From an optimization exercise on the open Yosys and OpenROAD flow, aimed at small area and a short achievable clock period; shortcuts taken in it are not production practice. At most, simulation tests tie the RTL to the original design; equivalence was not proved. Power is estimated from default activity; no workload was simulated.

// mul32_pipe
module mul32_pipe(clk, rst, in_valid, a, b, out_valid, p);
  input clk, rst, in_valid;
  input [31:0] a, b;
  output out_valid;
  output [63:0] p;
  reg [2:0] vpipe;
  always @(posedge clk)
    if (rst) vpipe <= 3'd0;
    else vpipe <= {vpipe[1:0], in_valid};
  assign out_valid = vpipe[2];
  reg [305:0] rk1;
  reg [136:0] rk2;
  reg [87:0] rk3;
  wire n1 = b[1] & ~b[0];
  wire n2 = b[2] ^ b[1];
  wire n3 = (b[3] & ~b[2] & ~b[1]) | (~b[3] & b[2] & b[1]);
  wire n4 = b[4] ^ b[3];
  wire n5 = (b[5] & ~b[4] & ~b[3]) | (~b[5] & b[4] & b[3]);
  wire n6 = b[6] ^ b[5];
  wire n7 = (b[7] & ~b[6] & ~b[5]) | (~b[7] & b[6] & b[5]);
  wire n8 = b[8] ^ b[7];
  wire n9 = (b[9] & ~b[8] & ~b[7]) | (~b[9] & b[8] & b[7]);
  wire n10 = b[10] ^ b[9];
  wire n11 = (b[11] & ~b[10] & ~b[9]) | (~b[11] & b[10] & b[9]);
  wire n12 = b[12] ^ b[11];
  wire n13 = (b[13] & ~b[12] & ~b[11]) | (~b[13] & b[12] & b[11]);
  wire n14 = b[14] ^ b[13];
  wire n15 = (b[15] & ~b[14] & ~b[13]) | (~b[15] & b[14] & b[13]);
  wire n16 = b[16] ^ b[15];
  wire n17 = (b[17] & ~b[16] & ~b[15]) | (~b[17] & b[16] & b[15]);
  wire n18 = b[18] ^ b[17];
  wire n19 = (b[19] & ~b[18] & ~b[17]) | (~b[19] & b[18] & b[17]);
  wire n20 = b[20] ^ b[19];
  wire n21 = (b[21] & ~b[20] & ~b[19]) | (~b[21] & b[20] & b[19]);
  wire n22 = b[22] ^ b[21];
  wire n23 = (b[23] & ~b[22] & ~b[21]) | (~b[23] & b[22] & b[21]);
  wire n24 = b[24] ^ b[23];
  wire n25 = (b[25] & ~b[24] & ~b[23]) | (~b[25] & b[24] & b[23]);
  wire n26 = b[26] ^ b[25];
  wire n27 = (b[27] & ~b[26] & ~b[25]) | (~b[27] & b[26] & b[25]);
  wire n28 = b[28] ^ b[27];
  wire n29 = (b[29] & ~b[28] & ~b[27]) | (~b[29] & b[28] & b[27]);
  wire n30 = b[30] ^ b[29];
  wire n31 = (b[31] & ~b[30] & ~b[29]) | (~b[31] & b[30] & b[29]);
  wire n32 = a[0] ^ b[1];
  wire n33 = a[1] ^ b[1];
  wire n34 = a[2] ^ b[1];
  wire n35 = a[3] ^ b[1];
  wire n36 = a[4] ^ b[1];
  wire n37 = a[5] ^ b[1];
  wire n38 = a[6] ^ b[1];
  wire n39 = a[7] ^ b[1];
  wire n40 = a[8] ^ b[1];
  wire n41 = a[9] ^ b[1];
  wire n42 = a[10] ^ b[1];
  wire n43 = a[11] ^ b[1];
  wire n44 = a[12] ^ b[1];
  wire n45 = a[13] ^ b[1];
  wire n46 = a[14] ^ b[1];
  wire n47 = a[15] ^ b[1];
  wire n48 = a[16] ^ b[1];
  ...
Size in the first run: roughly 3100 cells after synthesis, roughly 530 flip-flops, roughly 130 I/O pins, ~34000 sq um of cells after synthesis.
clock: 2.5 ns
lec_check: 0
abc_area: 1
cap_margin: 20
core_margin: 2
core_utilization: 50
cts_cluster_diameter: 120
cts_cluster_size: 26
place_density: 0.75
slew_margin: 20
synth_hierarchical: 1
standard.sh (not shown) runs the stock make flow with config.mk's settings and CLKGATE_MAP_FILE= SYNTH_SCRIPT=/design/flow/synth_recipe.tcl, a recipe that flattens the netlist after the stock synthesis.
==> flow/flow/run.sh <==
#!/bin/bash
# Own layout flow: the standard ORFS flow (standard.sh), unchanged except that the
# port buffers that global placement inserts on every input and output use a plain buffer
# (buf_4) instead of the delay cell buffer_ports picks by default.
set -euo pipefail
export BUFFER_PORTS_ARGS="-buffer_cell sky130_fd_sc_hd__buf_4"
bash standard.sh finish > standard_flow.log 2>&1
The first run passed the timing, DRC and antenna checks.
Next try:
CORE_UTILIZATION = 40   (was 50)
CTS_CLUSTER_DIAMETER = default   (was 120)
CTS_CLUSTER_SIZE = default   (was 26)
PLACE_DENSITY = default   (was 0.75)
- The changed run produced a clean layout
- synthesized cell count is unchanged
- clock power rises by well over a third
- count of clock-buffer cells in the layout rises by 51
- flip-flop and latch count stays the same
- non-clock buffer count falls by 9
- die area rises by a quarter to a third
Next try:
CORE_UTILIZATION = 50   (was 40)
CTS_CLUSTER_DIAMETER = 100   (was default)
CTS_CLUSTER_SIZE = 24   (was default)
PLACE_DENSITY = 0.75   (was default)
Area after synthesis is unchanged. Combinational power is about the same. Setup slack gets worse by 0.033 ns. Clock power shrinks by 45%. Wire length shrinks by 2.9%.

* * *

Another version of the RTL of mul32_pipe (not shown whole).
Size: about 3,800 cells after synthesis, ~130 I/O pins, about 0.037 sq mm of cells after synthesis.
## mul32_pipe
module mul32_pipe(clk, rst, in_valid, a, b, out_valid, p);
  input clk, rst, in_valid;
  input [31:0] a, b;
  output out_valid;
  output [63:0] p;
  reg [3:0] vpipe;
  always @(posedge clk)
    if (rst) vpipe <= 4'd0;
    else vpipe <= {vpipe[2:0], in_valid};
  assign out_valid = vpipe[3];
  reg [80:0] rk1;
  reg [298:0] rk2;
  reg [136:0] rk3;
  reg [63:0] rk4;
  wire n1 = b[1] & ~b[0];
  wire n2 = b[2] ^ b[1];
  wire n3 = (b[3] & ~b[2] & ~b[1]) | (~b[3] & b[2] & b[1]);
  wire n4 = b[4] ^ b[3];
  wire n5 = (b[5] & ~b[4] & ~b[3]) | (~b[5] & b[4] & b[3]);
  wire n6 = b[6] ^ b[5];
  wire n7 = (b[7] & ~b[6] & ~b[5]) | (~b[7] & b[6] & b[5]);
  wire n8 = b[8] ^ b[7];
  wire n9 = (b[9] & ~b[8] & ~b[7]) | (~b[9] & b[8] & b[7]);
  wire n10 = b[10] ^ b[9];
  wire n11 = (b[11] & ~b[10] & ~b[9]) | (~b[11] & b[10] & b[9]);
  wire n12 = b[12] ^ b[11];
  wire n13 = (b[13] & ~b[12] & ~b[11]) | (~b[13] & b[12] & b[11]);
  wire n14 = b[14] ^ b[13];
  wire n15 = (b[15] & ~b[14] & ~b[13]) | (~b[15] & b[14] & b[13]);
  wire n16 = b[16] ^ b[15];
  wire n17 = (b[17] & ~b[16] & ~b[15]) | (~b[17] & b[16] & b[15]);
  wire n18 = b[18] ^ b[17];
  wire n19 = (b[19] & ~b[18] & ~b[17]) | (~b[19] & b[18] & b[17]);
  wire n20 = b[20] ^ b[19];
  wire n21 = (b[21] & ~b[20] & ~b[19]) | (~b[21] & b[20] & b[19]);
  wire n22 = b[22] ^ b[21];
  wire n23 = (b[23] & ~b[22] & ~b[21]) | (~b[23] & b[22] & b[21]);
  wire n24 = b[24] ^ b[23];
  ...
export LEC_CHECK = 0
export ABC_AREA = 1
export CAP_MARGIN = 20
export CORE_MARGIN = 2
export CORE_UTILIZATION = 40
export SLEW_MARGIN = 20
export SYNTH_HIERARCHICAL = 1
create_clock -name core_clock -period 2.5 [get_ports {clk}]
Scripts as last shown in full above: flow/flow/run.sh
Then changed:
--- a/flow/config.mk
+++ b/flow/config.mk
@@ -10,4 +10,5 @@
 export CORE_MARGIN = 2
 export CORE_UTILIZATION = 40
+export SETUP_SLACK_MARGIN = 0.4
 export SLEW_MARGIN = 20
 export SYNTH_HIERARCHICAL = 1
After rerunning: The changed run finished clean; register-to-register slack is better by 30 ps; sequential power is about the same; global-route usage rises by 0.74 points; die area stays the same; critical path depth decreases by 7; routed wire length is higher by about 26%.
No run of this note included a check of the RTL's function; only the layout flow was run.

* * *

== v1 ==
mul32_pipe with an RTL version that a note above also has.
Size: ~3,100 cells after synthesis, about 530 flip-flops, about 130 I/O pins, roughly 34,000 µm² of cells after synthesis.
Design mul32_pipe, start of the top module:
module mul32_pipe(clk, rst, in_valid, a, b, out_valid, p);
  input clk, rst, in_valid;
  input [31:0] a, b;
  output out_valid;
  output [63:0] p;
  reg [2:0] vpipe;
  always @(posedge clk)
    if (rst) vpipe <= 3'd0;
    else vpipe <= {vpipe[1:0], in_valid};
  assign out_valid = vpipe[2];
  reg [305:0] rk1;
  reg [136:0] rk2;
  reg [87:0] rk3;
  wire n1 = b[1] & ~b[0];
  wire n2 = b[2] ^ b[1];
  wire n3 = (b[3] & ~b[2] & ~b[1]) | (~b[3] & b[2] & b[1]);
  wire n4 = b[4] ^ b[3];
  wire n5 = (b[5] & ~b[4] & ~b[3]) | (~b[5] & b[4] & b[3]);
  wire n6 = b[6] ^ b[5];
  wire n7 = (b[7] & ~b[6] & ~b[5]) | (~b[7] & b[6] & b[5]);
  wire n8 = b[8] ^ b[7];
  wire n9 = (b[9] & ~b[8] & ~b[7]) | (~b[9] & b[8] & b[7]);
  wire n10 = b[10] ^ b[9];
  wire n11 = (b[11] & ~b[10] & ~b[9]) | (~b[11] & b[10] & b[9]);
  wire n12 = b[12] ^ b[11];
  wire n13 = (b[13] & ~b[12] & ~b[11]) | (~b[13] & b[12] & b[11]);
  wire n14 = b[14] ^ b[13];
  wire n15 = (b[15] & ~b[14] & ~b[13]) | (~b[15] & b[14] & b[13]);
  wire n16 = b[16] ^ b[15];
  wire n17 = (b[17] & ~b[16] & ~b[15]) | (~b[17] & b[16] & b[15]);
  wire n18 = b[18] ^ b[17];
  wire n19 = (b[19] & ~b[18] & ~b[17]) | (~b[19] & b[18] & b[17]);
  wire n20 = b[20] ^ b[19];
  wire n21 = (b[21] & ~b[20] & ~b[19]) | (~b[21] & b[20] & b[19]);
  wire n22 = b[22] ^ b[21];
  ...
export LEC_CHECK = 0
export ABC_AREA = 1
export CAP_MARGIN = 20
export CORE_MARGIN = 2
export CORE_UTILIZATION = 50
export PLACE_DENSITY = 0.75
export SLEW_MARGIN = 20
export SYNTH_HIERARCHICAL = 1
create_clock -name core_clock -period 2.5 [get_ports {clk}]
Scripts as last shown in full above: flow/flow/run.sh
v1: done, clean on timing, DRC and antenna
Inputs modified between v1 and v14:
Settings: a change of CORE_UTILIZATION from 50 to 60; a change of PLACE_DENSITY from 0.75 to 0.85; an added CTS_CLUSTER_SIZE of 20; an added CTS_CLUSTER_DIAMETER of 120.
[summary]
- Looking at the reports, v14 completed the entire flow and the layout it produced met the timing, DRC and antenna checks.
- v1 → v14: final critical path time including I/O delays and setup up 32 ps, H-tree depth went down.
- Cell count was higher in the run labelled v1.
- Ratio of total power to cell area in v14 is 43 nW/µm² below v1.
- Met3 layer usage reported by global route (v14 over v1): increase, 1.6 points
- Between v1 and v14, the flow reports design area decreasing by a few percent.
Modified inputs, v38 compared to v14
Settings: PLACE_DENSITY now 0.75, was 0.85; CORE_UTILIZATION now 50, was 60; CTS_CLUSTER_SIZE now 22, was 20; CTS_CLUSTER_DIAMETER now 100, was 120.
Compared with v14, v38 instantiates a larger number of standard cells. Via count ended up about 4% lower on v38 than on v14. v38 against v14: post-place instance area shows an increase of about 0.8%; clock-pin slew of the registers on the worst-case setup and hold paths shows no meaningful change; sequential share of layout area shows a reduction of 0.31 points. For the final worst-path cycle share, v38 came in 0.69 points lower than v14 did.
Setup changes, v38 to v17
Settings: ABC_CLOCK_PERIOD_IN_PS now 2000, previously not set; CTS_CLUSTER_DIAMETER now 120, was 100; CTS_CLUSTER_SIZE now 20, was 22.
### Flow results
v17: total power after layout 0.44% below v38
v17 — buffer and inverter count on the worst path 2 higher, v38 as reference
v17 vs. v38: global-route wire length before repair held steady; final-layout non-clock buffer area share ~0 delta; worst reg2reg path depth saw an increase.
v17 against v38: final wirelength -about 0.38%; setup slack went up 44 ps; summed area of non-filler cells in the final layout comparable; area of combinational cells with multiple inputs neither gained nor lost much.
Comparing v17 and v38, the lower clock-buffer cell count is on v17.
Edits applied to the flow inputs when going from v17 to v52:
Settings: ABC_CLOCK_PERIOD_IN_PS no longer set, was 2000.
--- outcome ---
Re utilization: no difference whatsoever between v52 and v17.
v17 -> v52: post-route cell area delta 0, exact match
Share of power burned in registers essentially unchanged between v17 and v52.

* * *

Setup of south:
Another version of the RTL of mul32_pipe (not shown whole).
For scale: ~130 I/O pins.
==> flow/config.mk <==
export PLATFORM = sky130hd
export DESIGN_NAME = mul32_pipe
export DESIGN_NICKNAME = mul32_pipe
export VERILOG_FILES = /design/flow/design.v
export SDC_FILE = /design/flow/constraint.sdc
export NUM_CORES = 4
export LEC_CHECK = 0
export ABC_AREA = 1
export CAP_MARGIN = 20
export CORE_MARGIN = 2
export CORE_UTILIZATION = 40
export SLEW_MARGIN = 20
export SYNTH_HIERARCHICAL = 1
==> flow/constraint.sdc <==
create_clock -name core_clock -period 2.5 [get_ports {clk}]
set_input_delay 0.5000 -clock core_clock [delete_from_list [all_inputs] [get_ports {clk}]]
set_output_delay 0.5000 -clock core_clock [all_outputs]
set_load 0.01 [all_outputs]
Scripts as last shown in full above: flow/flow/run.sh
south completed end to end with timing, DRC and antenna clean.
diff inputs: south => middle
- SETUP_SLACK_MARGIN now 0.35, previously not set
--- outcome ---
Via count: middle vs south down 1.1%. Max fraction of power consumed by the clock network across middle and south: south. Diff south -> middle | transition time at the pin with the least slew margin | increase of 120 ps. Sequential share of layout area ends up higher on south. Compared with south, middle shows wire length that has gone up by a few percent. Of middle and south, it is middle that has the higher global-route usage. Between middle and south, the difference in H-tree level count is negligible. Number of cells traversed by the worst register-to-register path: middle vs south down 1. Relative to south, multi-input combinational cell area has increased by about 19% in middle. NOTE: number of gates resized after cts in middle exceeds that of south.
Function was not checked in any run of this note: the RTL went through the layout flow alone.

* * *

== rev 12 ==
mul32_pipe, a different RTL version from the one above (not shown whole).
Size: roughly 3700 cells after synthesis, ~510 flip-flops, roughly 36000 sq um of cells after synthesis.
==> flow/config.mk <==
export PLATFORM = sky130hd
export DESIGN_NAME = mul32_pipe
export DESIGN_NICKNAME = mul32_pipe
export VERILOG_FILES = /design/flow/design.v
export SDC_FILE = /design/flow/constraint.sdc
export NUM_CORES = 4
export LEC_CHECK = 0
export ABC_AREA = 1
export CAP_MARGIN = 20
export CORE_MARGIN = 2
export CORE_UTILIZATION = 55
export GPL_TIMING_DRIVEN = 0
export SLEW_MARGIN = 20
export SYNTH_HIERARCHICAL = 1
==> flow/constraint.sdc <==
create_clock -name core_clock -period 2.5 [get_ports {clk}]
set_input_delay 0.5000 -clock core_clock [delete_from_list [all_inputs] [get_ports {clk}]]
set_output_delay 0.5000 -clock core_clock [all_outputs]
set_load 0.01 [all_outputs]
Scripts as last shown in full above: flow/flow/run.sh
Ran to the end and failed final checks on setup timing: rev 12.
Changes in rev 13 relative to rev 12:
# rev 12
export LEC_CHECK = 0
export ABC_AREA = 1
export CAP_MARGIN = 20
export CORE_MARGIN = 2
export CORE_UTILIZATION = 55
export GPL_TIMING_DRIVEN = 0
export SLEW_MARGIN = 20
export SYNTH_HIERARCHICAL = 1
create_clock -name core_clock -period 2.5 [get_ports {clk}]
# rev 13
export LEC_CHECK = 0
export ABC_AREA = 1
export CAP_MARGIN = 20
export CORE_MARGIN = 2
export CORE_UTILIZATION = 40
export SLEW_MARGIN = 20
export SYNTH_HIERARCHICAL = 1
create_clock -name core_clock -period 2.5 [get_ports {clk}]
==> comparison <==
Rev 13 reports its start point of the critical path as rk2[106]$_DFF_P_ while rev 12 reports b[0]. Of rev 12 and rev 13, only rev 13 finishes the flow clean. Completing all stages was not enough for rev 12: its layout failed the final checks because of setup timing. Per the comparison of rev 13 with rev 12, static leakage moved up, wire length went down, total power held steady.

* * *

Another version of the RTL of mul32_pipe (not shown whole).
Size: about 3200 cells after synthesis, about 130 I/O pins, roughly 34000 um^2 of cells after synthesis.
// mul32_pipe
module mul32_pipe(clk, rst, in_valid, a, b, out_valid, p);
  input clk, rst, in_valid;
  input [31:0] a, b;
  output out_valid;
  output [63:0] p;
  reg [2:0] vpipe;
  always @(posedge clk)
    if (rst) vpipe <= 3'd0;
    else vpipe <= {vpipe[1:0], in_valid};
  assign out_valid = vpipe[2];
  reg [305:0] rk1;
  reg [136:0] rk2;
  reg [91:0] rk3;
  wire n1 = b[1] & ~b[0];
  wire n2 = b[2] ^ b[1];
  wire n3 = (b[3] & ~b[2] & ~b[1]) | (~b[3] & b[2] & b[1]);
  wire n4 = b[4] ^ b[3];
  wire n5 = (b[5] & ~b[4] & ~b[3]) | (~b[5] & b[4] & b[3]);
  wire n6 = b[6] ^ b[5];
  wire n7 = (b[7] & ~b[6] & ~b[5]) | (~b[7] & b[6] & b[5]);
  wire n8 = b[8] ^ b[7];
  wire n9 = (b[9] & ~b[8] & ~b[7]) | (~b[9] & b[8] & b[7]);
  wire n10 = b[10] ^ b[9];
  wire n11 = (b[11] & ~b[10] & ~b[9]) | (~b[11] & b[10] & b[9]);
  wire n12 = b[12] ^ b[11];
  wire n13 = (b[13] & ~b[12] & ~b[11]) | (~b[13] & b[12] & b[11]);
  wire n14 = b[14] ^ b[13];
  wire n15 = (b[15] & ~b[14] & ~b[13]) | (~b[15] & b[14] & b[13]);
  wire n16 = b[16] ^ b[15];
  wire n17 = (b[17] & ~b[16] & ~b[15]) | (~b[17] & b[16] & b[15]);
  wire n18 = b[18] ^ b[17];
  wire n19 = (b[19] & ~b[18] & ~b[17]) | (~b[19] & b[18] & b[17]);
  wire n20 = b[20] ^ b[19];
  wire n21 = (b[21] & ~b[20] & ~b[19]) | (~b[21] & b[20] & b[19]);
  wire n22 = b[22] ^ b[21];
  ...
==> flow/config.mk <==
export PLATFORM = sky130hd
export DESIGN_NAME = mul32_pipe
export DESIGN_NICKNAME = mul32_pipe
export VERILOG_FILES = /design/flow/design.v
export SDC_FILE = /design/flow/constraint.sdc
export NUM_CORES = 4
export LEC_CHECK = 0
export ABC_AREA = 1
export CAP_MARGIN = 20
export CORE_MARGIN = 2
export CORE_UTILIZATION = 40
export SLEW_MARGIN = 20
export SYNTH_HIERARCHICAL = 1
==> flow/constraint.sdc <==
create_clock -name core_clock -period 2.5 [get_ports {clk}]
set_input_delay 0.5000 -clock core_clock [delete_from_list [all_inputs] [get_ports {clk}]]
set_output_delay 0.5000 -clock core_clock [all_outputs]
set_load 0.01 [all_outputs]
Scripts as last shown in full above: flow/flow/run.sh
Change:
--- a/flow/config.mk
+++ b/flow/config.mk
@@ -10,3 +10,6 @@
 export CORE_MARGIN = 2
-export CORE_UTILIZATION = 40
+export CORE_UTILIZATION = 50
+export CTS_CLUSTER_DIAMETER = 120
+export CTS_CLUSTER_SIZE = 20
+export PLACE_DENSITY = 0.75
 export SLEW_MARGIN = 20
Outcome: Final area shrinks by 3.6%; first-iteration DRC count goes up by 25%; wire length shrinks by 1.8%; area after synthesis stays the same; via count grows by 2.1%; non-clock buffer count rises by 5; count of clock-buffer cells in the layout went down by 55; maximum frequency decreases by 3.2%; clock power fell by 43%; die area is lower by 20%; synthesized cell count is unchanged.
Change:
--- a/flow/config.mk
+++ b/flow/config.mk
@@ -11,5 +11,4 @@
 export CORE_UTILIZATION = 50
-export CTS_CLUSTER_DIAMETER = 120
-export CTS_CLUSTER_SIZE = 20
 export PLACE_DENSITY = 0.75
+export SETUP_SLACK_MARGIN = 0.2
 export SLEW_MARGIN = 20
Result: The new run completed without violations. Final area increases by 4.5%. Critical path depth went down by 3. Setup slack improved by 98 ps. First-iteration DRC count went up by 18%. Combinational power goes up by 7.8%.
No functional check of the RTL was part of any run of this note.

-- afterwards: timing with drivers on the ports --
Ports are ideal in the flow. The routed layouts listed here were re-timed in OpenROAD. Step 1 sets driving cells, clkbuf_16 on the clock port and buf_2 on the other inputs (assumed; they add their load-dependent delay and slew). Step 2 adds t to the input delays and takes it off the output delays; t is the mean of the earliest and latest rising clock arrival at the registers after step 1. Input paths then give back, and output paths get back, about the clock's delay inside the block. a / b / c = ideal ports / drivers / drivers and shift; a / b = the first two.
run	t (ns)	slack for setup (ns)	worst hold slack (ns)	worst setup path after step 2	latest minus earliest clock arrival (ns)
the first run of note 1	0.671	0.121 / 0.146 / -0.506	0.063 / 0.021 / 0.329	input to register	0.038 / 0.038
the second run of note 1	0.692	0.123 / 0.123 / -0.275	0.076 / 0.036 / 0.325	input to register	0.031 / 0.032
the third run of note 1	0.675	0.090 / 0.090 / -0.532	0.044 / 0.008 / 0.330	input to register	0.033 / 0.033
the first run of note 2	0.704	0.060 / 0.060 / 0.060	0.012 / -0.031 / 0.326	register to register	0.028 / 0.029
the second run of note 2	0.711	0.093 / 0.093 / 0.093	0.019 / -0.023 / 0.324	register to register	0.032 / 0.032
v1	0.674	0.115 / 0.115 / -0.504	0.063 / 0.025 / 0.326	input to register	0.027 / 0.027
v14	0.677	0.083 / 0.083 / -0.359	0.042 / 0.002 / 0.324	input to register	0.033 / 0.033
v38	0.677	0.101 / 0.101 / -0.525	0.053 / 0.016 / 0.332	input to register	0.016 / 0.017
v17	0.677	0.144 / 0.127 / -0.491	0.053 / 0.013 / 0.328	input to register	0.030 / 0.030
v52	0.677	0.144 / 0.127 / -0.491	0.053 / 0.013 / 0.328	input to register	0.030 / 0.030
south	0.693	0.168 / 0.168 / -0.382	0.053 / 0.010 / 0.327	input to register	0.042 / 0.041
middle	0.707	0.342 / 0.273 / -0.300	0.076 / 0.033 / 0.326	input to register	0.039 / 0.039
rev 12	0.695	-0.053 / -0.011 / -0.706	0.034 / -0.007 / 0.312	input to register	0.031 / 0.032
rev 13	0.696	0.075 / 0.075 / -0.403	0.036 / -0.004 / 0.326	input to register	0.017 / 0.017
the first run of note 6	0.690	0.143 / 0.143 / -0.407	0.055 / 0.017 / 0.326	input to register	0.036 / 0.036
the second run of note 6	0.683	0.066 / 0.066 / -0.330	0.041 / 0.003 / 0.312	input to register	0.022 / 0.021
the third run of note 6	0.685	0.164 / 0.164 / -0.419	0.053 / 0.010 / 0.329	input to register	0.030 / 0.029
Met with ideal ports but missed after step 2: setup timing in 14 of these runs. For rev 12, which loses most, drivers alone change the setup slack by +0.042 ns; drivers and shift together by -0.653 ns.
